From an optimization exercise on the open Yosys and OpenROAD flow, aimed at small area; shortcuts taken in it are not production practice. Function was checked by simulation only, so behaviour that the tests miss may differ from the original. No activity file was given, so power comes from the tool's default toggle rates.

<file path="flow/design.v">
module UCIE_ctl_CNTL (
	input 				i_rst_n,
	input 				i_fdi_lclk,
	input 		[3:0] 	i_fdi_lp_state_req,
	input 				i_fdi_lp_rx_active_sts,
	input				i_fdi_lp_linkerror,
	input 		[3:0] 	i_rdi_pl_state_sts,
	input 				i_rdi_pl_inband_pres,
	input 		[2:0] 	i_rdi_pl_speedmode,
	input 		[2:0] 	i_rdi_pl_lnk_cfg,
	input 				i_rdi_pl_phyinrecenter,
	input 				i_rdi_pl_error,
	input 				i_rdi_pl_cerror,
	input 				i_rdi_pl_nferror,
	input 				i_rdi_pl_trainerror,
	input  			 	i_csr_UCIe_Link_Control_Retrain,
	input 		[31:0] 	i_csr_ADVCAP,
	input 				i_tx_overflow,
	input 				i_rx_overflow,
	input 				i_sb_busy_flag,
	input 				i_sb_pl_valid,
	input 		[4:0] 	i_sb_pl_decode,
	input 		[31:0] 	i_sb_pl_adv_cap_val,
	input 				i_sb_src_error,
	input 				i_sb_dst_error,
	input 				i_sb_opcode_error,
	input 				i_sb_unsupported_message,
	input 				i_sb_parity_error,
	output reg 	[3:0] 	o_fdi_pl_state_sts,
	output reg 			o_fdi_pl_inband_pres,
	output 	 			o_fdi_pl_rx_active_req,
	output 	 	[2:0] 	o_fdi_pl_protocol,
	output 	 	[3:0] 	o_fdi_pl_protocol_flitfmt,
	output 	 			o_fdi_pl_protocol_vld,
	output 	 	[2:0]	o_fdi_pl_speedmode,
	output 	 	[2:0]	o_fdi_pl_lnk_cfg,
	output 				o_fdi_pl_error,
	output 				o_fdi_pl_cerror,
	output 				o_fdi_pl_nferror,
	output 				o_fdi_pl_phyinrecenter,
	output 				o_fdi_pl_trainerror,
	output reg 	[3:0] 	o_rdi_lp_state_req,
	output 	 			o_rdi_lp_linkerror,
	output reg 	[4:0]	o_sb_lp_decode,
	output 	 			o_sb_lp_valid,
	output 	 	[31:0]	o_sb_lp_adv_cap_val,
	output reg			o_csr_wr,
	output reg [7:0]	o_csr_addr,
	output reg [31:0] 	o_csr_wdata
);
	localparam [4:0] GR   = 5'b00000;	 
	localparam [4:0] RST  = 5'b00001;	 
	localparam [4:0] REQ  = 5'b00011;	 
	localparam [4:0] SEE  = 5'b00010;	 
	localparam [4:0] NF   = 5'b00110;	 
	localparam [4:0] ND   = 5'b00111;	 
	localparam [4:0] SSAR = 5'b00101;	 
	localparam [4:0] SARR = 5'b00100;	 
	localparam [4:0] WRX  = 5'b01100;	 
	localparam [4:0] ORX  = 5'b01101;	 
	localparam [4:0] SSAP = 5'b01111;	 
	localparam [4:0] ACT  = 5'b01110;	 
	localparam [4:0] PRR  = 5'b01010;	 
	localparam [4:0] RTR  = 5'b01011;	 
	localparam [4:0] PLE  = 5'b01001;	 
	localparam [4:0] LE   = 5'b01000;	 
	localparam [4:0] SLQ  = 5'b11000;	 
	localparam [4:0] SLP  = 5'b11001;	 
	localparam [4:0] PLR  = 5'b11011;	 
	localparam [4:0] LR   = 5'b11010;	 
	localparam [4:0] PAR  = 5'b11110;	 
	reg [4:0] cs, ns;
	wire s_gr   = (cs == GR);
	wire s_rst  = (cs == RST);
	wire s_req  = (cs == REQ);
	wire s_see  = (cs == SEE);
	wire s_nf   = (cs == NF);
	wire s_nd   = (cs == ND);
	wire s_ssar = (cs == SSAR);
	wire s_sarr = (cs == SARR);
	wire s_wrx  = (cs == WRX);
	wire s_orx  = (cs == ORX);
	wire s_ssap = (cs == SSAP);
	wire s_act  = (cs == ACT);
	wire s_prr  = (cs == PRR);
	wire s_rtr  = (cs == RTR);
	wire s_ple  = (cs == PLE);
	wire s_le   = (cs == LE);
	wire s_slq  = (cs == SLQ);
	wire s_slp  = (cs == SLP);
	wire s_plr  = (cs == PLR);
	wire s_lr   = (cs == LR);
	wire s_par  = (cs == PAR);
	reg [2:0] sts_q;		 
	reg       inb_q;		 
	reg       te_q;			 
	reg [1:0] prot_q;		 
	reg       fmt_q;		 
	reg [2:0] spd_q, cfg_q;	 
	reg       aux_q;		 
	reg       tx_q, rx_q;	 
	reg       tnop_q;		 
	reg       busy_q;		 
	reg       ent_q;		 
	reg [3:0] caps_q;		 
	reg [3:0] neg_q;		 
	reg [7:0] tcnt;			 
	wire les     = (i_rdi_pl_state_sts == 4'b1010);
	wire pl_rst  = (i_rdi_pl_state_sts == 4'b0000);
	wire pl_act  = (i_rdi_pl_state_sts == 4'b0001);
	wire pl_lr   = (i_rdi_pl_state_sts == 4'b1001);
	wire pl_rtr  = (i_rdi_pl_state_sts == 4'b1011);
	wire lp_nop  = (i_fdi_lp_state_req == 4'b0000);
	wire lp_act  = (i_fdi_lp_state_req == 4'b0001);
	wire lp_lr   = (i_fdi_lp_state_req == 4'b1001);
	wire lp_rtr  = (i_fdi_lp_state_req == 4'b1011);
	wire sb_cap  = i_sb_pl_valid & (i_sb_pl_decode == 5'b00000);
	wire sb_areq = i_sb_pl_valid & (i_sb_pl_decode == 5'b10101);
	wire sb_arsp = i_sb_pl_valid & (i_sb_pl_decode == 5'b11001);
	wire sb_lreq = i_sb_pl_valid & (i_sb_pl_decode == 5'b10111);
	wire sb_lrsp = i_sb_pl_valid & (i_sb_pl_decode == 5'b11011);
	wire cap_eq  = (i_csr_ADVCAP == i_sb_pl_adv_cap_val);
	wire sb_err  = i_sb_src_error | i_sb_dst_error | i_sb_opcode_error |
	               i_sb_parity_error | i_sb_unsupported_message;
	wire tflag   = (tcnt == 8'h80);
	wire to      = tflag;
	wire sts_hold = s_req | s_ssar | s_sarr | s_wrx | s_orx | s_ssap | s_ple | s_slq | s_par;
	always @(*) begin
		if (sts_hold)               o_fdi_pl_state_sts = {sts_q[2], 1'b0, sts_q[1], sts_q[0]};
		else if (s_act | s_prr)     o_fdi_pl_state_sts = 4'b0001;
		else if (s_rtr)             o_fdi_pl_state_sts = 4'b1011;
		else if (s_le)              o_fdi_pl_state_sts = 4'b1010;
		else if (s_slp | s_plr | s_lr) o_fdi_pl_state_sts = 4'b1001;
		else                        o_fdi_pl_state_sts = 4'b0000;
	end
	always @(*) begin
		if (s_req | s_ple)
			o_fdi_pl_inband_pres = inb_q;
		else
			o_fdi_pl_inband_pres = s_nd | s_ssar | s_sarr | s_wrx | s_orx | s_ssap | s_act | s_prr | s_rtr;
	end
	wire te_i = s_nf | (s_ple & te_q);
	assign o_fdi_pl_rx_active_req = s_orx | s_ssap | s_act;
	assign o_fdi_pl_protocol_vld  = s_nd | s_ssar | s_sarr | s_wrx | s_orx | s_ssap | s_act | s_rtr | (s_req & sts_q[2]);
	wire phy_i = s_req | s_see | s_nf | s_nd | s_ssar | s_sarr | s_wrx | s_orx | s_ssap | s_prr | s_rtr;
	wire see_ok = s_see & cap_eq & sb_cap;
	wire [2:0] prot_sel = i_csr_ADVCAP[4] ? 3'b111 : i_csr_ADVCAP[3] ? 3'b100 : (i_csr_ADVCAP[1] | i_csr_ADVCAP[2]) ? 3'b101 : 3'b000;
	wire [1:0] prot_d = ((s_gr | see_ok) & prot_sel[2]) ? prot_sel[1:0] : s_nf ? 2'b00 : prot_q;
	assign o_fdi_pl_protocol = {prot_d[1], prot_d[0], prot_d[0]};
	wire fmt_d = (s_gr | s_see) ? 1'b1 : s_nf ? 1'b0 : fmt_q;
	assign o_fdi_pl_protocol_flitfmt = {3'b000, fmt_d};
	wire lnk_upd = s_see | s_act | s_prr | s_rtr;
	assign o_fdi_pl_speedmode = s_gr ? 3'b000 : lnk_upd ? i_rdi_pl_speedmode : spd_q;
	assign o_fdi_pl_lnk_cfg   = s_gr ? 3'b001 : lnk_upd ? i_rdi_pl_lnk_cfg   : cfg_q;
	wire req_act = s_req & (aux_q | (~sts_q[2] & ~sts_q[0] & i_rdi_pl_inband_pres));
	always @(*) begin
		if (s_prr | (s_rtr & aux_q))     o_rdi_lp_state_req = 4'b1011;
		else if (s_plr | (s_lr & aux_q)) o_rdi_lp_state_req = 4'b1001;
		else if (s_par | req_act)        o_rdi_lp_state_req = 4'b0001;
		else                             o_rdi_lp_state_req = 4'b0000;
	end
	assign o_rdi_lp_linkerror = s_ple | (s_le & aux_q);
	always @(*) begin
		case (1'b1)
			s_ssar:  o_sb_lp_decode = 5'b10101;
			s_ssap:  o_sb_lp_decode = 5'b11001;
			s_slq:   o_sb_lp_decode = 5'b10111;
			s_slp:   o_sb_lp_decode = 5'b11011;
			default: o_sb_lp_decode = 5'b00000;
		endcase
	end
	assign o_sb_lp_valid = s_see | s_ssar | s_ssap | s_slq | s_slp;
	assign o_sb_lp_adv_cap_val = s_see ? i_csr_ADVCAP : 32'd0;
	wire busy_edge = i_sb_busy_flag & ~busy_q;
	wire ent = (s_see | s_ssar | s_ssap | s_slq | s_slp) & (ent_q | busy_edge);
	wire [3:0] caps = s_gr ? 4'd0 : s_nd ? neg_q : caps_q;
	wire sts_is_act = (~sts_q[2] & sts_q[0] & s_slq) | s_act | s_prr;
	wire ld = (sts_is_act & (i_tx_overflow | i_rx_overflow)) | i_fdi_lp_linkerror | sb_err;
	wire to_par_exch = s_see & to;
	wire to_adapter  = (s_ssar | s_wrx | s_orx | s_slq) & to;
	wire to_sst      = (s_prr | s_plr | s_par) & to;
	wire x_les = ~(s_gr | s_nf | s_le | s_par);			 
	wire x_ld  = ~(s_gr | s_nf | s_le | s_ple);			 
	wire x_to  = s_req | s_see | s_ssar | s_wrx | s_orx | s_prr | s_slq | s_plr | s_par;	 
	wire x_lr  = ~(s_gr | s_nf | s_ple | s_le | s_slq | s_slp | s_plr | s_lr);	 
	wire go_le  = x_les & les;
	wire go_ple = x_ld & (ld | (to & x_to));
	wire go_slp = x_lr & sb_lreq;
	wire go_slq = x_lr & lp_lr & (tnop_q | ~s_rst);
	wire shared = go_le | go_ple | go_slp | go_slq;
	reg [4:0] ns_own;
	always @(*) begin
		ns_own = cs;
		case (cs)
			GR:   ns_own = RST;
			RST:  if (i_rdi_pl_inband_pres | (lp_act & tnop_q)) ns_own = REQ;
			REQ:  if (pl_act) ns_own = inb_q ? SSAR : SEE;
			SEE:  if (sb_cap & ent) ns_own = cap_eq ? ND : NF;
			ND:   ns_own = lp_act ? SSAR : WRX;
			SSAR: if (ent & sb_areq & ~rx_q) ns_own = ORX;
			      else if (ent & sb_arsp) ns_own = SARR;
			SARR: ns_own = rx_q ? ACT : WRX;
			WRX:  if (sb_areq) ns_own = ORX;
			      else if (lp_act & ~tx_q) ns_own = SSAR;
			ORX:  if (i_fdi_lp_rx_active_sts) ns_own = SSAP;
			SSAP: if (ent) begin
			          if (tx_q) ns_own = ACT;
			          else if (sb_arsp) ns_own = SARR;
			          else if (lp_act) ns_own = SSAR;
			      end
			ACT:  if (pl_rtr) ns_own = RTR;
			      else if (lp_rtr | i_csr_UCIe_Link_Control_Retrain | i_rdi_pl_error) ns_own = PRR;
			PRR:  if (pl_rtr) ns_own = RTR;
			RTR:  if (lp_act & tnop_q) ns_own = REQ;
			NF:   ns_own = PLE;
			PLE:  ;
			LE:   if (pl_rst) ns_own = RST;
			      else if (to & ~ld & lp_act) ns_own = PAR;
			SLQ:  if (ent & sb_lrsp) ns_own = PLR;
			      else if (ent & sb_lreq) ns_own = SLP;
			SLP:  if (ent & pl_lr) ns_own = LR;
			PLR:  if (pl_lr) ns_own = LR;
			LR:   if (pl_rst) ns_own = RST;
			      else if (lp_act) ns_own = PAR;
			PAR:  if (pl_rst) ns_own = RST;
			default: ns_own = GR;
		endcase
	end
	always @(*) begin
		if (go_le)       ns = LE;
		else if (go_ple) ns = PLE;
		else if (go_slp) ns = SLP;
		else if (go_slq) ns = SLQ;
		else             ns = ns_own;
	end
	wire tnop_d = shared ? tnop_q : s_rst ? (lp_nop & ~i_rdi_pl_inband_pres) : s_rtr ? lp_nop : tnop_q;
	wire t_en = (s_req | s_see | s_ssar | s_wrx | s_orx | s_prr | s_le | s_slq | s_plr | s_par) & ~tflag;
	wire t_zero = (tcnt == 8'd0);
	wire [7:0] t_nxt = t_zero ? (s_le ? 8'h04 : 8'hBA) : {tcnt[6:0], ~(tcnt[7] ^ tcnt[5] ^ tcnt[4] ^ tcnt[3])};
	always @(posedge i_fdi_lclk or negedge i_rst_n) begin
		if (!i_rst_n) begin
			cs <= GR;
			prot_q <= 2'b00; tnop_q <= 1'b0;
		end else begin
			cs <= ns;
			prot_q <= prot_d;
			tnop_q <= tnop_d;
		end
	end
	always @(posedge i_fdi_lclk) begin
			sts_q <= {o_fdi_pl_state_sts[3], o_fdi_pl_state_sts[1], o_fdi_pl_state_sts[0]};
			inb_q <= o_fdi_pl_inband_pres;
			te_q <= te_i;
			fmt_q <= fmt_d;
			spd_q <= o_fdi_pl_speedmode;
			cfg_q <= o_fdi_pl_lnk_cfg;
			aux_q <= (~les & (s_prr | s_plr | (s_rtr & aux_q & ~(lp_act & tnop_q)) | (s_lr & aux_q) |
			                  (s_req & (aux_q | ~(~sts_q[2] & ~sts_q[0] & i_rdi_pl_inband_pres))))) |
			         s_ple | (s_le & aux_q);
			tx_q <= s_sarr | (tx_q & ~(s_gr | s_rst | s_act));
			rx_q <= s_ssap | (rx_q & ~(s_gr | s_rst | s_act));
			busy_q <= i_sb_busy_flag;
			ent_q <= ent;
			caps_q <= caps;
			neg_q <= i_csr_ADVCAP[3:0];	 
			tcnt <= t_en ? t_nxt : 8'd0;
	end
	assign o_fdi_pl_error         = i_rdi_pl_error;
	assign o_fdi_pl_cerror        = i_rdi_pl_cerror;
	assign o_fdi_pl_nferror       = i_rdi_pl_nferror;
	assign o_fdi_pl_trainerror    = i_rdi_pl_trainerror | te_i;
	assign o_fdi_pl_phyinrecenter = i_rdi_pl_phyinrecenter | phy_i;
	localparam [2:0] L_IDLE = 3'd0, L_LINK = 3'd1, L_INT = 3'd2, L_ADP = 3'd3, L_UNC = 3'd4, L_CLR = 3'd5;
	reg [2:0] ls, lns;
	reg q_err, q_cerr, q_nferr, q_trerr;
	reg [1:0] q_sbe;
	reg q_src, q_dst, q_opc, q_uns, q_par, q_tx, q_rx, q_phy;
	reg [2:0] l_cfg, l_spd;			 
	reg l_b17, l_b19, l_b20, l_b21, l_upd;
	reg [6:0] l_int;				 
	reg [5:0] l_unc;
	reg [1:0] l_adp;
	reg l_ertr;
	wire sb_corr = i_sb_pl_valid & (i_sb_pl_decode == 5'b11100);
	wire sb_nfat = i_sb_pl_valid & (i_sb_pl_decode == 5'b11101);
	wire sb_fat  = i_sb_pl_valid & (i_sb_pl_decode == 5'b11110);
	wire g = ~s_gr;
	wire p_err   = i_rdi_pl_error   & ~(q_err & g);
	wire p_cerr  = i_rdi_pl_cerror  & ~(q_cerr & g);
	wire p_nferr = i_rdi_pl_nferror & ~(q_nferr & g);
	wire p_inv   = te_i & ~te_q;
	wire p_trerr = o_fdi_pl_trainerror & ~(q_trerr & g);
	wire p_corr  = sb_corr & ~(q_sbe == 2'b11 && g);
	wire p_nfat  = sb_nfat & ~(q_sbe == 2'b01 && g);
	wire p_fat   = sb_fat  & ~(q_sbe == 2'b10 && g);
	wire p_src   = i_sb_src_error & ~(q_src & g);
	wire p_dst   = i_sb_dst_error & ~(q_dst & g);
	wire p_opc   = i_sb_opcode_error & ~(q_opc & g);
	wire p_uns   = i_sb_unsupported_message & ~(q_uns & g);
	wire p_par   = i_sb_parity_error & ~(q_par & g);
	wire p_tx    = i_tx_overflow & ~(q_tx & g);
	wire p_rx    = i_rx_overflow & ~(q_rx & g);
	wire lnk_act   = s_act | s_prr | s_rtr;		 
	wire link_st   = lnk_act | (sts_hold & sts_q[0] & (~sts_q[2] | sts_q[1]));
	wire link_st_q = g & sts_q[0] & (~sts_q[2] | sts_q[1]);
	wire ertr      = s_rtr | (sts_hold & sts_q[2] & sts_q[1] & sts_q[0]);
	wire ertr_q    = g & sts_q[2] & sts_q[1] & sts_q[0];
	wire p_link    = link_st ^ link_st_q;
	wire p_ertr    = ertr & ~ertr_q;
	wire p_phy     = o_fdi_pl_phyinrecenter ^ (q_phy & g);
	wire n_caps    = s_nd & (neg_q != caps_q) & (neg_q != 4'd0);	 
	wire n_cfg     = lnk_act & (i_rdi_pl_lnk_cfg != cfg_q);		 
	wire n_spd     = lnk_act & (i_rdi_pl_speedmode != spd_q);	 
	wire       u_upd = (l_upd & g) | n_caps | n_cfg | n_spd | p_link | p_phy;
	wire [2:0] u_cfg = n_cfg ? i_rdi_pl_lnk_cfg : (l_cfg & {3{g}});
	wire [2:0] u_spd = n_spd ? i_rdi_pl_speedmode : (l_spd & {3{g}});
	wire       u_b17 = (l_b17 & g) | p_link;
	wire       u_b19 = (l_b19 & g) | p_err | p_cerr | p_corr;
	wire       u_b20 = (l_b20 & g) | p_nferr;
	wire       u_b21 = (l_b21 & g) | p_trerr;
	wire [6:0] u_int = (l_int & {7{g}}) | {p_rx, p_tx, p_par, p_uns, p_opc, p_dst, p_src};
	wire [5:0] u_unc = (l_unc & {6{g}}) | {p_inv, p_nfat, p_fat, (p_src | p_dst | p_opc | p_par | p_uns | p_tx | p_rx), p_rx, to_adapter};
	wire [1:0] u_adp = (l_adp & {2{g}}) | {to_sst, to_par_exch};
	wire       u_ertr = (l_ertr & g) | p_ertr;
	wire link_pend = u_upd | u_b19 | u_b20 | u_b21;
	wire int_pend  = |u_int;
	wire unc_pend  = |u_unc;
	wire adp_pend  = |u_adp;
	wire l_idle = (ls == L_IDLE);
	wire m_link = link_pend & (ls != L_LINK);
	wire m_int  = int_pend  & (ls != L_INT);
	wire m_unc  = unc_pend  & (ls != L_UNC);
	wire m_adp  = adp_pend  & (ls != L_ADP);
	always @(*) begin
		if (ls == L_CLR)  lns = L_IDLE;
		else if (m_link)  lns = L_LINK;
		else if (m_int)   lns = L_INT;
		else if (m_unc)   lns = L_UNC;
		else if (m_adp)   lns = L_ADP;
		else if (l_idle & u_ertr) lns = L_CLR;
		else              lns = L_IDLE;
	end
	always @(*) begin
		o_csr_wr = 1'b1;
		o_csr_addr = 8'h00;
		o_csr_wdata = 32'd0;
		case (ls)
			L_CLR:  o_csr_addr = 8'h10;
			L_LINK: begin
				o_csr_addr = 8'h14;
				o_csr_wdata = {10'd0, u_b21, u_b20, u_b19, 1'b0, u_b17, o_fdi_pl_phyinrecenter, link_st,
				               1'b0, u_spd, 1'b0, u_cfg, 3'b000, caps};
			end
			L_INT: begin o_csr_addr = 8'h24; o_csr_wdata = {24'd0, u_int[6:5], 1'b0, u_int[4:0]}; end
			L_UNC: begin o_csr_addr = 8'h34; o_csr_wdata = {26'd0, u_unc}; end
			L_ADP: begin o_csr_addr = 8'h2c; o_csr_wdata = {30'd0, u_adp}; end
			default: o_csr_wr = 1'b0;
		endcase
	end
	always @(posedge i_fdi_lclk or negedge i_rst_n) begin
		if (!i_rst_n)
			ls <= L_IDLE;
		else
			ls <= lns;
	end
	always @(posedge i_fdi_lclk) begin
			q_err <= i_rdi_pl_error; q_cerr <= i_rdi_pl_cerror; q_nferr <= i_rdi_pl_nferror;
			q_trerr <= o_fdi_pl_trainerror;
			q_sbe <= {sb_corr | sb_fat, sb_corr | sb_nfat};
			q_src <= i_sb_src_error; q_dst <= i_sb_dst_error; q_opc <= i_sb_opcode_error;
			q_uns <= i_sb_unsupported_message; q_par <= i_sb_parity_error;
			q_tx <= i_tx_overflow; q_rx <= i_rx_overflow;
			q_phy <= o_fdi_pl_phyinrecenter;
			l_cfg <= u_cfg; l_spd <= u_spd;
			l_b17 <= u_b17 & (ls != L_LINK);
			l_b19 <= u_b19 & (ls != L_LINK);
			l_b20 <= u_b20 & (ls != L_LINK);
			l_b21 <= u_b21 & (ls != L_LINK);
			l_upd <= u_upd & (ls != L_LINK);
			l_int <= u_int & {7{ls != L_INT}};
			l_unc <= u_unc & {6{ls != L_UNC}};
			l_adp <= u_adp & {2{ls != L_ADP}};
			l_ertr <= u_ertr & (ls != L_CLR);
	end
endmodule
</file>
<file path="flow/flow/run.sh">
#!/bin/bash
# Layout flow: the standard synthesis; then the combinational logic between
# the (unchanged) registers is re-mapped by ABC with a few area-oriented
# scripts run side by side, keeping the smallest result; then the standard
# layout from floorplan on, with buf_1 port buffers, one tie cell per constant
# (no tie fanout split) and a clkbuf_8 clock tree without dummy loads.
set -euo pipefail
HERE=$(pwd)
RES=$HERE/orfs/results/sky130hd/UCIE_ctl_CNTL/base
LIB=$FLOW_HOME/platforms/sky130hd/lib/sky130_fd_sc_hd__tt_025C_1v80.lib
KNOBS=("BUFFER_PORTS_ARGS=-buffer_cell sky130_fd_sc_hd__buf_1"
       "SKIP_REPAIR_TIE_FANOUT=1"
       "CTS_ARGS=-sink_clustering_enable -repair_clock_nets -buf_list sky130_fd_sc_hd__clkbuf_8 -dont_use_dummy_load")

# 1. standard synthesis
bash standard.sh synth "${KNOBS[@]}" > standard_synth.log 2>&1
cp $RES/1_2_yosys.v std_1_2_yosys.v

# 2. re-map the combinational logic; registers and tie cells are kept as they are
DONT_USE=$(sed -n '/^export DONT_USE_CELLS/,/^$/p' $FLOW_HOME/platforms/sky130hd/config.mk \
           | grep -o 'sky130_fd_sc_hd__[a-z0-9_]*' | sed 's/^/-dont_use /' | tr '\n' ' ')
FF=$(grep -o 'sky130_fd_sc_hd__[a-z0-9_]*' std_1_2_yosys.v | sort -u | grep -E '__(df|edf|sdf|dl|conb)' | tr '\n' ' ')
best=""; best_area=""
# each script is run twice: re-mapping everything, and keeping the standard
# synthesis's XOR/XNOR cells as they are
XOR=$(grep -o 'sky130_fd_sc_hd__x[a-z0-9_]*' std_1_2_yosys.v | sort -u | tr '\n' ' ')
for s in $HERE/flow/area*.abc; do
 for keep in all x; do
  n=$(basename $s .abc)_$keep
  KEEP="$FF"; [[ $keep == x ]] && KEEP="$FF $XOR"
  cat > resyn_$n.ys <<EOT
read_liberty -ignore_miss_func $LIB
blackbox $KEEP
read_verilog std_1_2_yosys.v
hierarchy -top $FLOW_TOP
flatten
opt -purge
abc -liberty $LIB $DONT_USE -script $s
opt_clean -purge
setundef -zero
splitnets
opt_clean -purge
hilomap -singleton -hicell sky130_fd_sc_hd__conb_1 HI -locell sky130_fd_sc_hd__conb_1 LO
insbuf -buf sky130_fd_sc_hd__buf_1 A X
opt_clean -purge
tee -o resyn_$n.stat stat -liberty $LIB
write_verilog -noattr -nohex -nodec resyn_$n.v
EOT
 done
done
# run the scripts NUM_CORES at a time
ls resyn_area*.ys | xargs -P ${NUM_CORES:-4} -I{} sh -c 'yosys -s {} > $(basename {} .ys).log 2>&1' || true
for s in $HERE/flow/area*.abc; do
 for keep in all x; do
  n=$(basename $s .abc)_$keep
  a=$(grep -o "Chip area for module .*: [0-9.]*" resyn_$n.stat | awk '{print $NF}' || true)
  echo "$n $a" >> resyn_areas.txt
  if [[ -n "$a" ]] && { [[ -z "$best" ]] || awk -v a="$a" -v b="$best_area" 'BEGIN{exit !(a<b)}'; }; then
    best=$n; best_area=$a
  fi
 done
done
echo "chosen $best $best_area" >> resyn_areas.txt
cp resyn_$best.v resyn_1_2_yosys.v
cp resyn_1_2_yosys.v $RES/1_2_yosys.v
rm -f $RES/1_synth.odb $RES/1_synth.sdc

# 3. rest of the standard flow
bash standard.sh finish "${KNOBS[@]}" > standard_flow.log 2>&1
</file>
<file path="flow/flow/area1.abc">
strash
&get -n
&deepsyn -T 30
&put
dch -f
amap
</file>
<file path="flow/flow/area2.abc">
strash
&get -n
&deepsyn -T 30
&put
dch -f
amap
strash
dch -f
amap
</file>
<file path="flow/flow/area3.abc">
strash
&get -n
&deepsyn -T 30 -S 3
&put
dch -f
amap
</file>
<file path="flow/flow/area4.abc">
strash
ifraig
dc2
dch -f
amap
</file>
<file path="flow/flow/area5.abc">
strash
&get -n
&deepsyn -T 30 -S 7
&put
dch -f
amap
strash
dch -f
amap
</file>
<file path="flow/standard.sh">
#!/bin/bash
# synth_recipe.tcl (not shown) runs the flow's synth.tcl, then flattens the netlist and writes it again
# the make line also repeats each setting of config.mk as NAME=value (left out here)
make -C /OpenROAD-flow-scripts/flow DESIGN_CONFIG=/design/flow/config.mk WORK_HOME=/design/flow/orfs CLKGATE_MAP_FILE= SYNTH_SCRIPT=/design/flow/synth_recipe.tcl "${@:-finish}"
</file>
<file path="flow/config.mk">
export PLATFORM = sky130hd
export DESIGN_NAME = UCIE_ctl_CNTL
export DESIGN_NICKNAME = UCIE_ctl_CNTL
export VERILOG_FILES = /design/flow/design.v
export SDC_FILE = /design/flow/constraint.sdc
export NUM_CORES = 4
export LEC_CHECK = 0
export ABC_AREA = 1
export CAP_MARGIN = 0
export CORE_MARGIN = 2
export CORE_UTILIZATION = 65
export SLEW_MARGIN = 0
</file>
<file path="flow/constraint.sdc">
create_clock -name core_clock -period 6.0 [get_ports {i_fdi_lclk}]
set_input_delay 1.2000 -clock core_clock [delete_from_list [all_inputs] [get_ports {i_fdi_lclk}]]
set_output_delay 1.2000 -clock core_clock [all_outputs]
set_load 0.01 [all_outputs]
</file>
==> results.cfg, run 1 <==
[drt]
vias = 5490
avgRoutedWirePerCell_um = 17.23
ant_nets = 0
drtIter0Drc = 526
drc_errors = 0
viasPerCell = 6.013
first_pass_iters = 8
routed_wl_mm = 15.73

[yosys]
syn_area_sq_um = 4666
postSynthAreaPerCell_sq_um = 7.256
ys.warnings.count = 1
synth_fp_nets = 746
synthCells = 643

[grt]
grt_pass1_vias = 5170
grt.overflow.total = 0
antenna_found_initial = 0
grt_first_pass_wirelength_mm = 23.63
track_usage_pct = 38.94
grt_start_max_net_pins = 34

[sta]
fin_crit_sh_pct = 87.52
fin_ws_ns = 0.7490
max_clock_freq_ghz = 0.1904
rsz0062_at_grt = false
worst_pin_slew_ns = 1.131
fin_skew_ns = 0.02308
tns_ns = 0
hold_viol_final = 0
drv_slew = 0
setup_violations = 0
hold_slack_ns = 0.4776
min_period_ns = 5.251
max-slew-margin-rel_pct = 22.65

[place]
hpwl_mm = 12.61
dpl_cell_area_sq_um = 5416
pre_cts_ws_ns = 1.142
io_buffers = 189
dp_cells = 904
finalWeightedCongestion = 1.130

[floorplanning]
initial_core_util_pct = 67.92
die_y_um = 88.73
dieArea_sq_um = 7872
rows = 30
io_pins = 212
core-area_sq_um = 6869
die-width_um = 88.73

[clock_network]
clock-sinks = 85
root_buffer = clkbuf_8
cts_buffers = 9
h-tree-depth = 3
cts_tree = done
path_clk_slew_ns = 0.07
cts_resized = 0
cts_setup_buffers = 0
clock_path_buffers = 2
postCtsHoldBufs = 0
clkLatencyLatePin_ns = 0.36

[hold_path]
hp-class = reg -> reg

[power_and_ir_drop]
p_leak_nw = 1.937
ir_drop_v = 0.0001512
powerDensity_nw_per_um2 = 274.8

[final_layout]
fin_nets = 922
syn_to_final_growth_pct = 18.74
stdcell_count = 913
n_antenna_cell = 0
fin_area_sq_um = 5540
drive_above_1_share_pct = 1.469
nFillCells = 493

[worst_setup_path]
timing.reg2reg.setup_slack_ns = 1.47
reg2reg_depth = 15
setup.worst_path.end = o_csr_wdata[2]
critical_path_class = reg -> out
cp-end-kind = output port
cp.arrival_ns = 4.05
cp-start-kind = flop
crit_required_ns = 4.80
cp_max_fo = 25
r2r_start = cs[0]$_DFFE_PN0P_
r2r-end = cs[3]$_DFFE_PN0P_
critPathLaunch = cs[4]$_DFFE_PN0P_

[flow_run]
drv_cap = 0

[status]
run_status = no timing/DRC/antenna violations
## power by group
group          total (mW)  switching, mW  internal (mW)
Sequential          0.678         0.0353          0.642
Combinational       0.522          0.348          0.174
Clock               0.323          0.188          0.135
## cell usage in the layout (no fill, tap or decap), types with 3 or more instances in the layout
master     instances
clkbuf_8           9
a2111oi_0          6
a21boi_0          11
nand2_1           30
nor4_1            13
dfxtp_1           74
a31oi_1            4
a21oi_1           26
xnor2_1           30
a21o_1             3
a32oi_1            8
clkinv_1          85
nand4_1           10
nand2b_1           3
o21ai_0           37
or4_1              5
a221oi_1           3
dfrtp_1           11
o21a_1             4
nor2_1           131
or3_1              3
buf_1            189
buf_4              3
nand3_1            8
nor3_1            22
o22a_1             3
or2_0              6
o221ai_1           4
o22ai_1           20
nor2b_1           32
## sequential cells by signal (all words and copies together) (netlist names), 2 cells and up
| name | count |
|---|---|
| l_int | 7 |
| l_unc | 6 |
| caps_q | 4 |
| prot_q | 2 |
| sts_q | 3 |
| cfg_q | 3 |
| l_cfg | 3 |
| l_adp | 2 |
| l_spd | 3 |
| q_sbe | 2 |
| ls | 3 |
| spd_q | 3 |
| neg_q | 4 |
| tcnt | 8 |
| cs | 5 |
## routing by layer
metal / vias to the layer above / global-route usage (%) / routed length, um
met1: 2444 / 45.42 / 5687
met4: 0 / 19.42 / 724
met3: 84 / 9.328 / 1701
met5: - / 0 / 0
met2: 411 / 66.62 / 7618
li1: 2551 / - / -
## critical path, cell delays in order, from the launching register on
cell      delay (ns)
dfrtp_1         0.52
clkinv_1        0.15
nand2_1         0.19
nor2_1          0.35
clkinv_1        0.36
nor2_1          0.52
clkinv_1        0.17
buf_4           0.24
a21oi_1         0.16
nor4bb_1        0.64
o221ai_1        0.22
buf_1           0.17
## final cells by class
type                       count  area (sq um)  area share [%]
inverter                      85         319.1           5.759
tap                           96         120.1           2.168
timing repair buffer         192         732.0           13.21
multi-input combinational    446          2489           44.92
clock buffer                   9         123.9           2.236
sequential                    85          1757           31.71
## worst min-delay path by stage
stage | from | end | cells after the start
after floorplan | l_spd[0]$_DFF_P_ | l_spd[0]$_DFF_P_ | 2
after global placement | ent_q$_DFF_P_ | ent_q$_DFF_P_ | 2
after detailed placement | l_spd[1]$_DFF_P_ | l_spd[1]$_DFF_P_ | 2
after CTS | l_spd[1]$_DFF_P_ | l_spd[1]$_DFF_P_ | 2
after global routing | tcnt[0]$_SDFF_PP0_ | tcnt[1]$_SDFF_PN0_ | 2
final | ent_q$_DFF_P_ | ent_q$_DFF_P_ | 2
## metrics by stage
step,util [%],total power [mW]
2_1_floorplan,-,1.001
6_report,80.66,1.522
3_3_place_gp,78.85,1.173
5_1_grt,80.66,1.591
3_5_place_dp,78.85,1.195
4_1_cts,80.66,1.504
==> run 2, diff against run 1 <==
--- a/flow/flow/run.sh
+++ b/flow/flow/run.sh
@@ -46,10 +46,10 @@
 tee -o resyn_$n.stat stat -liberty $LIB
 write_verilog -noattr -nohex -nodec resyn_$n.v
 EOT
+  yosys -s resyn_$n.ys > resyn_$n.log 2>&1 &
  done
 done
-# run the scripts NUM_CORES at a time
-ls resyn_area*.ys | xargs -P ${NUM_CORES:-4} -I{} sh -c 'yosys -s {} > $(basename {} .ys).log 2>&1' || true
+wait
 for s in $HERE/flow/area*.abc; do
  for keep in all x; do
   n=$(basename $s .abc)_$keep
--- a/flow/config.mk
+++ b/flow/config.mk
@@ -9,4 +9,5 @@
 export CAP_MARGIN = 0
 export CORE_MARGIN = 2
 export CORE_UTILIZATION = 65
+export GPL_TIMING_DRIVEN = 0
 export SLEW_MARGIN = 0
removed: flow/flow/area3.abc
removed: flow/flow/area5.abc
==> results.cfg, run 2 <==
[drt]
routed_wl_mm = 15.20
drtIter0Drc = 495
first_pass_iters = 5
vias = 5658
viasPerCell = 6.000
avgRoutedWirePerCell_um = 16.12
ant_nets = 0
drc_errors = 0

[power_and_ir_drop]
powerDensity_nw_per_um2 = 350.0
switchingPower_mw = 0.8296
sw_frac_of_total_pct = 42.25
pwr-share-comb_pct = 44.1
clockPowerShare_pct = 16.3
ir_drop_v = 0.0001462
power.internal_mw = 1.134
p_leak_nw = 1.995
total_power_mw = 1.964
p_seq_share_pct = 39.6

[final_layout]
n_antenna_cell = 0
multiInputGateArea_sq_um = 2472
largestRegisters = tcnt (8), l_int (7), l_unc (6)
syn_to_final_growth_pct = 20.47
drive_above_1_share_pct = 1.063
final_common_cell = buf_1
top_register = tcnt
largest_reg_flops = 8
layout_common_cells = buf_1 (216), nor2_1 (135), clkinv_1 (87)
ff_latch_area_sq_um = 1757
fin_nets = 952
nFillCells = 494

[worst_setup_path]
r2r_start = cs[0]$_DFFE_PN0P_
cp-end-kind = output port
crit_required_ns = 4.80
cp_max_fo = 36
critPathLaunch = cs[2]$_DFFE_PN0P_
timing.reg2reg.setup_slack_ns = 1.16
cp-start-kind = flop
r2r-end = cs[3]$_DFFE_PN0P_
reg2reg_depth = 14
cp.arrival_ns = 4.49
setup.worst_path.end = o_csr_wdata[1]
critical_path_class = reg -> out

[sta]
hold_viol_final = 0
min_period_ns = 5.687
drv_slew = 0
hold_slack_ns = 0.4575
tns_ns = 0
fin_skew_ns = 0.02764
fin_ws_ns = 0.3130
max_clock_freq_ghz = 0.1758
max-slew-margin-rel_pct = 26.94
setup_violations = 0
worst_pin_slew_ns = 1.093
fin_crit_sh_pct = 94.78
rsz0062_at_grt = false

[yosys]
synth_fp_nets = 752
syn_area_sq_um = 4657
ys.warnings.count = 1
synthCells = 649
postSynthAreaPerCell_sq_um = 7.176

[status]
run_status = no timing/DRC/antenna violations

[place]
finalWeightedCongestion = 1.099
io_buffers = 189
hpwl_mm = 12.00
pre_cts_ws_ns = 0.9008

[clock_network]
clock-sinks = 85
postCtsHoldBufs = 0
clock_path_buffers = 2
clkLatencyLatePin_ns = 0.36
path_clk_slew_ns = 0.07
cts_resized = 0
h-tree-depth = 3
root_buffer = clkbuf_8
cts_buffers = 9
cts_setup_buffers = 0
cts_tree = done

[floorplanning]
dieArea_sq_um = 7858
initial_core_util_pct = 67.80
rows = 30
die_y_um = 88.65
die-width_um = 88.65
io_pins = 212
core-area_sq_um = 6869

[grt]
antenna_found_initial = 0
grt_first_pass_wirelength_mm = 23.24
grt_pass1_vias = 5166
grt_start_max_net_pins = 37
grt.overflow.total = 0
track_usage_pct = 37.78

[flow_run]
drv_cap = 0

[hold_path]
hp-class = reg -> reg
run 2: stage by stage:
| step | util (%) | instance area (sq um) | cells |
|---|---|---|---|
| floorplan | - | 4657 | 649 |
| global placement | 79.87 | 5487 | 934 |
| detailed placement | 79.87 | 5487 | 934 |
| CTS | 81.68 | 5610 | 943 |
| global route | 81.68 | 5610 | 943 |
| finish | 81.68 | 5610 | 943 |
run 2: worst min-delay path by stage:
stage	from	endpoint	slack, ns	cells past startpoint
2_1_floorplan	l_spd[0]$_DFF_P_	l_spd[0]$_DFF_P_	0.42	2
3_3_place_gp	l_spd[0]$_DFF_P_	l_spd[0]$_DFF_P_	0.43	2
3_5_place_dp	l_spd[0]$_DFF_P_	l_spd[0]$_DFF_P_	0.44	2
4_1_cts	l_spd[0]$_DFF_P_	l_spd[0]$_DFF_P_	0.46	2
5_1_grt	l_spd[0]$_DFF_P_	l_spd[0]$_DFF_P_	0.50	2
6_report	l_spd[0]$_DFF_P_	l_spd[0]$_DFF_P_	0.46	2
run 2: worst max-delay path, cell delays in order (launching register included):
cell,delay [ns]
dfrtp_1,0.52
clkinv_1,0.26
nand3_1,0.31
nor2_1,0.66
clkinv_1,0.97
a21boi_0,0.66
nor2_1,0.14
o22ai_1,0.25
a21oi_1,0.08
o21ai_0,0.12
buf_1,0.18
run 2: area by class of cell:
class / count / share of cell area [%]
Timing Repair Buffer: 189 / 12.64
Buffer: 27 / 1.806
Tap cell: 96 / 2.141
Sequential cell: 85 / 31.31
Multi-Input combinational cell: 450 / 44.07
Clock buffer: 9 / 2.208
Inverter: 87 / 5.821
run 2: power by group through the flow:
stage                     clock network (mW)  registers (mW)  logic, mW
final                                  0.320           0.777      0.867
after global routing                   0.337           0.791      0.951
after floorplan                            0           0.764      0.578
after global placement                     0           0.779      0.812
after CTS                              0.315           0.775      0.848
after detailed placement                   0           0.787      0.841
run 2: layer usage:
| metal | track usage, % | wire, um | vias up |
|---|---|---|---|
| li1 | - | - | 2613 |
| met1 | 43.86 | 5576 | 2523 |
| met2 | 65.74 | 7382 | 435 |
| met3 | 7.929 | 1538 | 87 |
| met4 | 18.73 | 704 | 0 |
| met5 | 0 | 0 | - |
==> run 3, diff against run 2 <==
--- a/flow/config.mk
+++ b/flow/config.mk
@@ -9,5 +9,4 @@
 export CAP_MARGIN = 0
 export CORE_MARGIN = 2
 export CORE_UTILIZATION = 65
-export GPL_TIMING_DRIVEN = 0
 export SLEW_MARGIN = 0
==> results.cfg, run 3 <==
[clock_network]
cts_tree = done
root_buffer = clkbuf_8
postCtsHoldBufs = 0
path_clk_slew_ns = 0.08
h-tree-depth = 3
clock-sinks = 85
clkLatencyLatePin_ns = 0.36
clock_path_buffers = 2
cts_buffers = 9
cts_setup_buffers = 0
cts_resized = 0

[drt]
vias = 5676
routed_wl_mm = 16.36
ant_nets = 0
first_pass_iters = 9
drc_errors = 0
drtIter0Drc = 567
avgRoutedWirePerCell_um = 17.88
viasPerCell = 6.203

[final_layout]
n_antenna_cell = 0
largestRegisters = tcnt (8), l_int (7), l_unc (6)
stdcell_count = 915
syn_to_final_growth_pct = 19.09
final_common_cell = buf_1
layout_common_cells = buf_1 (189), nor2_1 (137), clkinv_1 (86)
largest_reg_flops = 8
top_register = tcnt
fin_nets = 924
drive_above_1_share_pct = 1.709

[hold_path]
hp-class = reg -> reg
whs_path_depth = 2

[floorplanning]
core-area_sq_um = 6869
rows = 30
initial_core_util_pct = 67.83
die-width_um = 88.67
die_y_um = 88.67
dieArea_sq_um = 7861
io_pins = 212

[sta]
fin_crit_sh_pct = 87.22
fin_skew_ns = 0.03326
max_clock_freq_ghz = 0.1911
max-slew-margin-rel_pct = 28.53
hold_viol_final = 0
rsz0062_at_grt = false
hold_slack_ns = 0.4646
worst_pin_slew_ns = 1.062
tns_ns = 0
setup_violations = 0
drv_slew = 0
min_period_ns = 5.233

[worst_setup_path]
cp_max_fo = 14
crit_required_ns = 4.80
cp.arrival_ns = 4.03
cp-start-kind = flop
critPathMaxStageDelay_ns = 0.68
slowest_stage = dfrtp_1
path_cells = clkinv_1 > nor2_1 > clkinv_1 > or4_1 > or3_1 > o21ai_0 > o41ai_1 > o21ai_0 > a21boi_0 > buf_1
reg2reg_depth = 15
cp-end-kind = output port
critical_path_class = reg -> out

[grt]
grt_pass1_vias = 5089
track_usage_pct = 39.84
grt.overflow.total = 0
grt_start_max_net_pins = 34
antenna_found_initial = 0
grt_first_pass_wirelength_mm = 24.57

[place]
io_buffers = 189
finalWeightedCongestion = 1.154
dp_cells = 906
hpwl_mm = 12.76

[yosys]
syn_area_sq_um = 4659
synth_fp_nets = 746
synthCells = 643
postSynthAreaPerCell_sq_um = 7.246
ys.warnings.count = 1

[power_and_ir_drop]
ir_drop_v = 0.0002554
p_leak_nw = 1.930
powerDensity_nw_per_um2 = 383.1

[status]
run_status = no timing/DRC/antenna violations

[flow_run]
drv_cap = 0
-- run 3: worst paths after layout --
| kind | from | end | slack [ns] |
|---|---|---|---|
| hold reg to reg | ent_q$_DFF_P_ | ent_q$_DFF_P_ | 0.46 |
| min in group asynchronous | i_rst_n | cs[4]$_DFFE_PN0P_ | 0.95 |
| setup reg to reg | cs[0]$_DFFE_PN0P_ | cs[3]$_DFFE_PN0P_ | 1.32 |
| hold / removal | ent_q$_DFF_P_ | ent_q$_DFF_P_ | 0.46 |
| max in group asynchronous | i_rst_n | prot_q[0]$_DFF_PN0_ | 4.50 |
| setup / recovery | cs[1]$_DFFE_PN0P_ | o_fdi_pl_protocol[1] | 0.77 |
-- run 3: per-stage QoR --
stage | setup WS, ns | power, mW | instance area (sq um) | util (%)
floorplan | 1.337 | 1.431 | 4659 | -
global placement | 1.389 | 1.748 | 5425 | 78.98
detailed placement | 1.199 | 1.770 | 5425 | 78.98
CTS | 0.9587 | 2.084 | 5549 | 80.78
global route | 0.6249 | 2.244 | 5549 | 80.78
finish | 0.7669 | 2.126 | 5549 | 80.78
-- run 3: area by class of cell --
class                      count  area [sq um]
multi-input combinational    445          2479
sequential                    85          1757
fill                         471          1320
timing repair buffer         194         747.0
inverter                      86         322.8
clock buffer                   9         123.9
tap                           96         120.1
-- run 3: critical path: cells and delay by family, from the launching register on --
family	cells	cell delay (ns)
buffers and inverters	3	0.81
DFF	1	0.68
and+or+nand+nor	3	1.39
AOI/OAI and AO/OA	4	0.79
-- run 3: routing by layer --
| metal | vias to the layer above | routed length, um | global-route usage, % |
|---|---|---|---|
| li1 | 2545 | - | - |
| met4 | 0 | 782 | 15.56 |
| met1 | 2552 | 5877 | 51.88 |
| met2 | 483 | 7695 | 65.81 |
| met3 | 96 | 2007 | 6.903 |
| met5 | - | 0 | 0 |
-- run 3: report_power, final --
group	total, mW	internal [mW]	switching [mW]
clock network	0.322	0.135	0.187
logic	1.00	0.326	0.677
registers	0.802	0.712	0.0894
total	2.13	1.17	0.953
==> run 4, diff against run 3 <==
--- a/flow/config.mk
+++ b/flow/config.mk
@@ -8,5 +8,5 @@
 export ABC_AREA = 1
 export CAP_MARGIN = 0
 export CORE_MARGIN = 2
-export CORE_UTILIZATION = 65
+export CORE_UTILIZATION = 80
 export SLEW_MARGIN = 0
==> results.cfg, run 4 <==
[yosys]
syn_area_sq_um = 4657
synth_fp_nets = 752
ys.warnings.count = 1
synthCells = 649
postSynthAreaPerCell_sq_um = 7.176

[status]
tool.error = [ERROR GPL-0301] Utilization 107.042 % exceeds 100%.
run_status = stopped before the end
stop_stage = global placement

[floorplanning]
rows = 27
die-width_um = 80.30
initial_core_util_pct = 83.55
io_pins = 212
die_y_um = 80.30

[place]
io_buffers = 189
==> run 5, diff against run 4 <==
--- a/flow/flow/run.sh
+++ b/flow/flow/run.sh
@@ -10,7 +10,7 @@
 LIB=$FLOW_HOME/platforms/sky130hd/lib/sky130_fd_sc_hd__tt_025C_1v80.lib
 KNOBS=("BUFFER_PORTS_ARGS=-buffer_cell sky130_fd_sc_hd__buf_1"
        "SKIP_REPAIR_TIE_FANOUT=1"
-       "CTS_ARGS=-sink_clustering_enable -repair_clock_nets -buf_list sky130_fd_sc_hd__clkbuf_8 -dont_use_dummy_load")
+       "CTS_ARGS=-sink_clustering_enable -repair_clock_nets -buf_list sky130_fd_sc_hd__clkbuf_16 -sink_buffer_max_cap_derate 1.0 -dont_use_dummy_load")
 
 # 1. standard synthesis
 bash standard.sh synth "${KNOBS[@]}" > standard_synth.log 2>&1
--- a/flow/config.mk
+++ b/flow/config.mk
@@ -8,5 +8,5 @@
 export ABC_AREA = 1
 export CAP_MARGIN = 0
 export CORE_MARGIN = 2
-export CORE_UTILIZATION = 80
+export CORE_UTILIZATION = 65
 export SLEW_MARGIN = 0
==> results.cfg, run 5 <==
[status]
run_status = no timing/DRC/antenna violations

[clock_network]
cts_setup_buffers = 0
cts_resized = 0
cts_tree = done
h-tree-depth = 3
clock_path_buffers = 2
cts_buffers = 9
root_buffer = clkbuf_16
path_clk_slew_ns = 0.06
clock-sinks = 85
postCtsHoldBufs = 0
clkLatencyLatePin_ns = 0.35

[place]
hpwl_mm = 12.76
io_buffers = 189
dp_cells = 906
pre_cts_ws_ns = 1.199
finalWeightedCongestion = 1.154
dpl_cell_area_sq_um = 5425

[drt]
drtIter0Drc = 776
ant_nets = 0
first_pass_iters = 9
avgRoutedWirePerCell_um = 18.65
viasPerCell = 6.293
drc_errors = 0
vias = 5758
routed_wl_mm = 17.06

[floorplanning]
dieArea_sq_um = 7861
die-width_um = 88.67
core-area_sq_um = 6869
die_y_um = 88.67
rows = 30
io_pins = 212
initial_core_util_pct = 67.83

[grt]
grt_first_pass_wirelength_mm = 25.76
track_usage_pct = 42.38
grt_pass1_vias = 5250
grt.overflow.total = 0
antenna_found_initial = 0
grt_start_max_net_pins = 34

[sta]
tns_ns = 0
fin_skew_ns = 0.02201
fin_ws_ns = 0.8474
drv_slew = 0
max_clock_freq_ghz = 0.1941
rsz0062_at_grt = false
fin_crit_sh_pct = 85.88
hold_viol_final = 0
max-slew-margin-rel_pct = 27.70
worst_pin_slew_ns = 1.075
hold_slack_ns = 0.4582
setup_violations = 0
min_period_ns = 5.153

[final_layout]
final_common_cell = buf_1
layout_common_cells = buf_1 (189), nor2_1 (137), clkinv_1 (86)
n_antenna_cell = 0
largestRegisters = tcnt (8), l_int (7), l_unc (6)
fin_area_sq_um = 5650
largest_reg_flops = 8
top_register = tcnt
stdcell_count = 915
drive_above_1_share_pct = 1.709
syn_to_final_growth_pct = 21.27
fin_nets = 924

[yosys]
synth_fp_nets = 746
ys.warnings.count = 1
postSynthAreaPerCell_sq_um = 7.246
syn_area_sq_um = 4659
synthCells = 643

[worst_setup_path]
critical_path_class = reg -> out
crit_required_ns = 4.80
cp.arrival_ns = 3.95
cp-end-kind = output port
cp-start-kind = flop
cp_max_fo = 14

[flow_run]
drv_cap = 0

[hold_path]
hp-class = reg -> reg

[power_and_ir_drop]
ir_drop_v = 0.0002559
powerDensity_nw_per_um2 = 407.0
p_leak_nw = 1.976
[run 5: worst paths after layout]
| check | startpoint | to | slack (ns) | cells after the start |
|---|---|---|---|---|
| worst min register to register | l_spd[0]$_DFF_P_ | l_spd[0]$_DFF_P_ | 0.46 | 2 |
| max in group asynchronous | i_rst_n | prot_q[0]$_DFF_PN0_ | 4.46 | 1 |
| worst max-delay path | cs[1]$_DFFE_PN0P_ | o_fdi_pl_protocol[0] | 0.85 | 10 |
| min in group asynchronous | i_rst_n | cs[4]$_DFFE_PN0P_ | 0.97 | 1 |
| worst min-delay path | l_spd[0]$_DFF_P_ | l_spd[0]$_DFF_P_ | 0.46 | 2 |
| worst max register to register | cs[0]$_DFFE_PN0P_ | cs[3]$_DFFE_PN0P_ | 1.37 | 15 |
[run 5: metal layers]
metal / GRT usage (%) / share of wire, %
met1: 54.49 / 36
met2: 67.98 / 46
met3: 9.795 / 12
met4: 18.73 / 5.6
met5: 0 / 0
[run 5: cell type report]
type	count	area (sq um)
inverters	86	322.8
multi-input cells	445	2479
fillers	460	1219
repair buffers	194	747.0
well taps	96	120.1
flip-flops and latches	85	1757
clock buffers	9	225.2
[run 5: critical path, stage by stage (launching register included)]
cell      delay, ns
dfrtp_1        0.67
clkinv_1       0.44
nor2_1         0.48
clkinv_1       0.15
or4_1          0.51
or3_1          0.37
o21ai_0        0.20
o41ai_1        0.13
o21ai_0        0.09
a21boi_0       0.37
buf_1          0.20
[run 5: through the flow]
stage / power, mW / utilization, %
final: 2.300 / 82.26
after global routing: 2.411 / 82.26
after CTS: 2.252 / 82.26
after detailed placement: 1.770 / 78.98
after global placement: 1.748 / 78.98
after floorplan: 1.431 / -
[run 5: power by group]
group	leakage, nW	internal [mW]	switching, mW
combinational	1.12	0.326	0.699
clock	0.111	0.264	0.205
sequential	0.743	0.714	0.0927
total	1.98	1.30	0.997
==> run 6, diff against run 5 <==
--- a/flow/design.v
+++ b/flow/design.v
@@ -95,14 +95,16 @@
 	reg       inb_q;		 
 	reg       te_q;			 
 	reg [1:0] prot_q;		 
-	reg       fmt_q;		 
+	reg       fmt_qn;		 
+	wire      fmt_q = ~fmt_qn;
 	reg [2:0] spd_q, cfg_q;	 
 	reg       aux_q;		 
 	reg       tx_q, rx_q;	 
 	reg       tnop_q;		 
 	reg       busy_q;		 
 	reg       ent_q;		 
-	reg [3:0] caps_q;		 
+	reg [3:0] caps_qn;		 
+	wire [3:0] caps_q = ~caps_qn;
 	reg [3:0] neg_q;		 
 	reg [7:0] tcnt;			 
 	wire les     = (i_rdi_pl_state_sts == 4'b1010);
@@ -251,7 +253,7 @@
 			sts_q <= {o_fdi_pl_state_sts[3], o_fdi_pl_state_sts[1], o_fdi_pl_state_sts[0]};
 			inb_q <= o_fdi_pl_inband_pres;
 			te_q <= te_i;
-			fmt_q <= fmt_d;
+			fmt_qn <= ~fmt_d;
 			spd_q <= o_fdi_pl_speedmode;
 			cfg_q <= o_fdi_pl_lnk_cfg;
 			aux_q <= (~les & (s_prr | s_plr | (s_rtr & aux_q & ~(lp_act & tnop_q)) | (s_lr & aux_q) |
@@ -261,7 +263,7 @@
 			rx_q <= s_ssap | (rx_q & ~(s_gr | s_rst | s_act));
 			busy_q <= i_sb_busy_flag;
 			ent_q <= ent;
-			caps_q <= caps;
+			caps_qn <= ~caps;
 			neg_q <= i_csr_ADVCAP[3:0];	 
 			tcnt <= t_en ? t_nxt : 8'd0;
 	end
@@ -272,7 +274,8 @@
 	assign o_fdi_pl_phyinrecenter = i_rdi_pl_phyinrecenter | phy_i;
 	localparam [2:0] L_IDLE = 3'd0, L_LINK = 3'd1, L_INT = 3'd2, L_ADP = 3'd3, L_UNC = 3'd4, L_CLR = 3'd5;
 	reg [2:0] ls, lns;
-	reg q_err, q_cerr, q_nferr, q_trerr;
+	reg q_err, q_cerr, q_nferr, q_trerrn;
+	wire q_trerr = ~q_trerrn;
 	reg [1:0] q_sbe;
 	reg q_src, q_dst, q_opc, q_uns, q_par, q_tx, q_rx, q_phy;
 	reg [2:0] l_cfg, l_spd;			 
@@ -365,7 +368,7 @@
 	end
 	always @(posedge i_fdi_lclk) begin
 			q_err <= i_rdi_pl_error; q_cerr <= i_rdi_pl_cerror; q_nferr <= i_rdi_pl_nferror;
-			q_trerr <= o_fdi_pl_trainerror;
+			q_trerrn <= ~o_fdi_pl_trainerror;
 			q_sbe <= {sb_corr | sb_fat, sb_corr | sb_nfat};
 			q_src <= i_sb_src_error; q_dst <= i_sb_dst_error; q_opc <= i_sb_opcode_error;
 			q_uns <= i_sb_unsupported_message; q_par <= i_sb_parity_error;
--- a/flow/flow/run.sh
+++ b/flow/flow/run.sh
@@ -10,7 +10,7 @@
 LIB=$FLOW_HOME/platforms/sky130hd/lib/sky130_fd_sc_hd__tt_025C_1v80.lib
 KNOBS=("BUFFER_PORTS_ARGS=-buffer_cell sky130_fd_sc_hd__buf_1"
        "SKIP_REPAIR_TIE_FANOUT=1"
-       "CTS_ARGS=-sink_clustering_enable -repair_clock_nets -buf_list sky130_fd_sc_hd__clkbuf_16 -sink_buffer_max_cap_derate 1.0 -dont_use_dummy_load")
+       "CTS_ARGS=-sink_clustering_enable -repair_clock_nets -buf_list sky130_fd_sc_hd__clkbuf_8 -sink_buffer_max_cap_derate 1.0 -dont_use_dummy_load")
 
 # 1. standard synthesis
 bash standard.sh synth "${KNOBS[@]}" > standard_synth.log 2>&1
==> results.cfg, run 6 <==
[grt]
grt_start_max_net_pins = 37
grt_pass1_vias = 5159
grt_first_pass_wirelength_mm = 24.23
grt.overflow.total = 0
antenna_found_initial = 1
track_usage_pct = 40.56

[final_layout]
nFillCells = 513
layout_common_cells = buf_1 (189), nor2_1 (137), dfxtp_1 (74)
stdcell_count = 912
final_util_pct = 80.60
syn_to_final_growth_pct = 19.02
fin_nets = 920
final_common_cell = buf_1
largest_reg_flops = 8
top_register = tcnt
largestRegisters = tcnt (8), l_int (7), l_unc (6)
drive_above_1_share_pct = 1.595

[worst_setup_path]
cp_max_fo = 12
critical_path_class = reg -> out
cp-end-kind = output port
cp-start-kind = flop
cp.arrival_ns = 3.86
crit_required_ns = 4.80

[hold_path]
hp-class = reg -> reg

[yosys]
synth_fp_nets = 743
syn_area_sq_um = 4652
synthCells = 640
ys.warnings.count = 1
postSynthAreaPerCell_sq_um = 7.269

[floorplanning]
die-width_um = 88.60
io_pins = 212
rows = 30
core-area_sq_um = 6869
dieArea_sq_um = 7850
die_y_um = 88.60
initial_core_util_pct = 67.72

[clock_network]
cts_buffers = 9
cts_setup_buffers = 0
cts_tree = done
clkLatencyLatePin_ns = 0.36
h-tree-depth = 3
postCtsHoldBufs = 0
clock_path_buffers = 2
path_clk_slew_ns = 0.09
clock-sinks = 85
root_buffer = clkbuf_8
cts_resized = 0

[drt]
viasPerCell = 6.024
drc_errors = 0
routed_wl_mm = 16.00
vias = 5494
drtIter0Drc = 554
first_pass_iters = 5
avgRoutedWirePerCell_um = 17.54
ant_nets = 0

[power_and_ir_drop]
powerDensity_nw_per_um2 = 271.2
p_leak_nw = 1.936
ir_drop_v = 0.0001679

[status]
run_status = no timing/DRC/antenna violations

[sta]
max-slew-margin-rel_pct = 41.66
setup_violations = 0
max_clock_freq_ghz = 0.1977
hold_viol_final = 0
min_period_ns = 5.058
hold_slack_ns = 0.4651
fin_skew_ns = 0.02606
drv_slew = 0
worst_pin_slew_ns = 0.8530
rsz0062_at_grt = false
fin_ws_ns = 0.9417
tns_ns = 0
fin_crit_sh_pct = 84.30

[flow_run]
drv_cap = 0

[place]
dp_cells = 902
hpwl_mm = 12.81
finalWeightedCongestion = 0.9664
io_buffers = 189
pre_cts_ws_ns = 1.037
-- run 6: worst max-delay path, cell delays in order, from the launching register on --
cell and delay (ns):
dfrtp_1 0.60, clkinv_1 0.47, nand2_1 0.24, nor2_1 0.13, or3_1 0.38, nor3_1 0.69, or2_0 0.32, nor2_1 0.06
a21oi_1 0.28, o221ai_1 0.19, buf_1 0.16
-- run 6: final cells by class --
cell class              instances  area [sq um]  area share (%)
multi-input cells             460          2539           45.85
well taps                      96         120.1           2.169
flip-flops and latches         85          1757           31.73
clock buffers                   9         123.9           2.237
repair buffers                193         739.5           13.36
inverters                      68         255.2           4.610
diodes                          1         2.502         0.04520
-- run 6: power by group --
part	switching, mW	internal [mW]	leakage (nW)	total [mW]
sequential	0.0361	0.649	0.750	0.685
clock	0.189	0.135	0.0647	0.324
combinational	0.324	0.168	1.12	0.492
total	0.549	0.952	1.94	1.50
-- run 6: per-stage QoR --
step,area [sq um],power [mW]
CTS,5534,1.484
detailed placement,5410,1.177
global route,5537,1.578
floorplan,4652,0.9974
finish,5537,1.501
global placement,5410,1.146
-- run 6: path summary, 6_finish.rpt --
kind                       depth (start not counted)                from                 end  slack [ns]
setup / recovery                                  10   cs[2]$_DFFE_PN0P_      o_csr_wdata[3]        0.94
hold / removal                                     2  tcnt[5]$_SDFF_PN0_  tcnt[6]$_SDFF_PP0_        0.47
setup reg to reg                                  15   cs[3]$_DFFE_PN0P_   cs[3]$_DFFE_PN0P_        1.56
hold reg to reg                                    2  tcnt[5]$_SDFF_PN0_  tcnt[6]$_SDFF_PP0_        0.47
max in group asynchronous                          1             i_rst_n   cs[3]$_DFFE_PN0P_        4.62
min in group asynchronous                          1             i_rst_n     ls[1]$_DFF_PN0_        0.88
-- run 6: layer usage --
metal	track usage [%]	share of wire, %	vias to the layer above
li1	-	-	2536
met1	48.24	36	2490
met2	69.51	49	405
met3	6.996	10	63
met4	22.31	4.7	0
met5	0	0	-
==> run 7, diff against run 6 <==
--- a/flow/flow/run.sh
+++ b/flow/flow/run.sh
@@ -10,7 +10,7 @@
 LIB=$FLOW_HOME/platforms/sky130hd/lib/sky130_fd_sc_hd__tt_025C_1v80.lib
 KNOBS=("BUFFER_PORTS_ARGS=-buffer_cell sky130_fd_sc_hd__buf_1"
        "SKIP_REPAIR_TIE_FANOUT=1"
-       "CTS_ARGS=-sink_clustering_enable -repair_clock_nets -buf_list sky130_fd_sc_hd__clkbuf_8 -sink_buffer_max_cap_derate 1.0 -dont_use_dummy_load")
+       "CTS_ARGS=-sink_clustering_enable -repair_clock_nets -buf_list sky130_fd_sc_hd__clkbuf_8 -sink_buffer_max_cap_derate 0.3 -dont_use_dummy_load")
 
 # 1. standard synthesis
 bash standard.sh synth "${KNOBS[@]}" > standard_synth.log 2>&1
==> results.cfg, run 7 <==
[status]
run_status = no timing/DRC/antenna violations

[sta]
tns_ns = 0
fin_ws_ns = 0.9417
max-slew-margin-rel_pct = 41.66
rsz0062_at_grt = false
setup_violations = 0
fin_crit_sh_pct = 84.30
drv_slew = 0
fin_skew_ns = 0.02606
worst_pin_slew_ns = 0.8530
hold_viol_final = 0
min_period_ns = 5.058
max_clock_freq_ghz = 0.1977

[drt]
avgRoutedWirePerCell_um = 17.54
first_pass_iters = 5
viasPerCell = 6.024
vias = 5494
drc_errors = 0
ant_nets = 0
routed_wl_mm = 16.00
drtIter0Drc = 554

[final_layout]
final_util_pct = 80.60
fin_nets = 920
final_common_cell = buf_1
syn_to_final_growth_pct = 19.02
largestRegisters = tcnt (8), l_int (7), l_unc (6)
fin_area_sq_um = 5537
largest_reg_flops = 8
top_register = tcnt
drive_above_1_share_pct = 1.595
layout_common_cells = buf_1 (189), nor2_1 (137), dfxtp_1 (74)

[yosys]
postSynthAreaPerCell_sq_um = 7.269
ys.warnings.count = 1
synthCells = 640
syn_area_sq_um = 4652
synth_fp_nets = 743

[floorplanning]
dieArea_sq_um = 7850
initial_core_util_pct = 67.72
io_pins = 212
rows = 30
core-area_sq_um = 6869
die-width_um = 88.60
die_y_um = 88.60

[clock_network]
postCtsHoldBufs = 0
cts_tree = done
clock-sinks = 85
root_buffer = clkbuf_8
cts_setup_buffers = 0
cts_buffers = 9
cts_resized = 0
clock_path_buffers = 2
h-tree-depth = 3
clkLatencyLatePin_ns = 0.36
path_clk_slew_ns = 0.09

[hold_path]
holdCritStartpoint = tcnt[5]$_SDFF_PN0_
hp-class = reg -> reg
whs_endpoint = tcnt[6]$_SDFF_PP0_
whs_path_depth = 2

[power_and_ir_drop]
clockPowerShare_pct = 21.6
total_power_mw = 1.501
power.internal_mw = 0.9519
pwr-share-comb_pct = 32.8
powerDensity_nw_per_um2 = 271.2
sw_frac_of_total_pct = 36.60
switchingPower_mw = 0.5494
p_seq_share_pct = 45.7
p_leak_nw = 1.936
ir_drop_v = 0.0001679

[place]
finalWeightedCongestion = 0.9664
hpwl_mm = 12.81
io_buffers = 189
pre_cts_ws_ns = 1.037
dpl_cell_area_sq_um = 5410

[worst_setup_path]
reg2reg_depth = 15
critical_path_class = reg -> out
cp-start-kind = flop
timing.reg2reg.setup_slack_ns = 1.56
r2r_start = cs[3]$_DFFE_PN0P_
cp_max_fo = 12
crit_required_ns = 4.80
cp-end-kind = output port
cp.arrival_ns = 3.86
critPathLaunch = cs[2]$_DFFE_PN0P_
r2r-end = cs[3]$_DFFE_PN0P_

[grt]
grt.overflow.total = 0
grt_first_pass_wirelength_mm = 24.23
antenna_found_initial = 1
grt_start_max_net_pins = 37
globalRouteMet3Util_pct = 6.996
grtUsageMet1_pct = 48.24
grt_pass1_vias = 5159
grt_use_met2_pct = 69.51
track_usage_pct = 40.56
grt_busiest_layer = met2

[flow_run]
drv_cap = 0
-- run 7: layout make-up --
class / count / area [sq um]
Antenna cell: 1 / 2.502
Clock buffer: 9 / 123.9
Fill cell: 513 / 1333
Inverter: 68 / 255.2
Multi-Input combinational cell: 460 / 2539
Sequential cell: 85 / 1757
Tap cell: 96 / 120.1
Timing Repair Buffer: 193 / 739.5
-- run 7: worst max-delay path by stage --
| stage | end | slack [ns] | cells past startpoint |
|---|---|---|---|
| 5_1_grt | o_csr_wdata[0] | 0.66 | 12 |
| 3_3_place_gp | o_fdi_pl_protocol[0] | 1.20 | 11 |
| 2_1_floorplan | o_fdi_pl_protocol[1] | 1.48 | 10 |
| 3_5_place_dp | o_fdi_pl_protocol[0] | 1.04 | 11 |
| 4_1_cts | o_fdi_pl_protocol[0] | 1.03 | 11 |
| 6_report | o_csr_wdata[3] | 0.94 | 10 |
-- run 7: per-layer routing --
layer	part of all wire [%]	wire length, um
met1	36	5802
met5	0	0
met2	49	7779
met4	4.7	747
met3	10	1673
-- run 7: worst max-delay path: stages (launching register included) --
cell      delay (ns)
dfrtp_1         0.60
clkinv_1        0.47
nand2_1         0.24
nor2_1          0.13
or3_1           0.38
nor3_1          0.69
or2_0           0.32
nor2_1          0.06
a21oi_1         0.28
o221ai_1        0.19
buf_1           0.16
-- run 7: power groups by stage --
stage          clock (mW)  combinational [mW]  sequential [mW]
2_1_floorplan           0               0.311            0.686
3_3_place_gp            0               0.454            0.692
3_5_place_dp            0               0.480            0.697
4_1_cts             0.317               0.482            0.685
5_1_grt             0.337               0.547            0.693
6_report            0.324               0.492            0.685
-- run 7: metrics by stage --
| step | cells | hold WS, ns |
|---|---|---|
| finish | 912 | 0.4651 |
| global route | 912 | 0.4941 |
| CTS | 911 | 0.4676 |
| detailed placement | 902 | 0.4521 |
| global placement | 902 | 0.4338 |
| floorplan | 640 | 0.4220 |

==> afterwards: timing with drivers on the ports <==
The flow's constraints put no driver on any port. The routed layouts listed below were extracted and timed again, unchanged, in two steps. Step 1 assumes that a clkbuf_16 drives the clock port and a buf_2 every other input. Step 2 adds t to the input delays and takes it off the output delays; t is the mean of the earliest and latest rising clock arrival at the registers after step 1. Input paths then give back, and output paths get back, about the clock's delay inside the block. Slacks: no drivers / after step 1 / after step 2; pairs: no drivers / after step 1.
| run | t (ns) | setup WS [ns] | clock arrival spread, ns | slew at the worst register clock pin (ns) | worst slew at a driven data input, ns |
|---|---|---|---|---|---|
| run 1 | 0.380 | 0.749 / 0.721 / 1.088 | 0.023 / 0.023 | 0.09 / 0.09 | 0.04 |
| run 2 | 0.383 | 0.313 / 0.280 / 0.662 | 0.028 / 0.027 | 0.10 / 0.10 | 0.07 |
| run 3 | 0.374 | 0.767 / 0.740 / 1.103 | 0.035 / 0.035 | 0.10 / 0.10 | 0.06 |
| run 5 | 0.374 | 0.847 / 0.811 / 1.101 | 0.022 / 0.023 | 0.07 / 0.07 | 0.06 |
| run 6 | 0.384 | 0.942 / 0.907 / 0.960 | 0.026 / 0.027 | 0.10 / 0.10 | 0.08 |
| run 7 | 0.384 | 0.942 / 0.907 / 0.960 | 0.026 / 0.027 | 0.10 / 0.10 | 0.08 |
After both steps setup and hold are still met in every run listed.
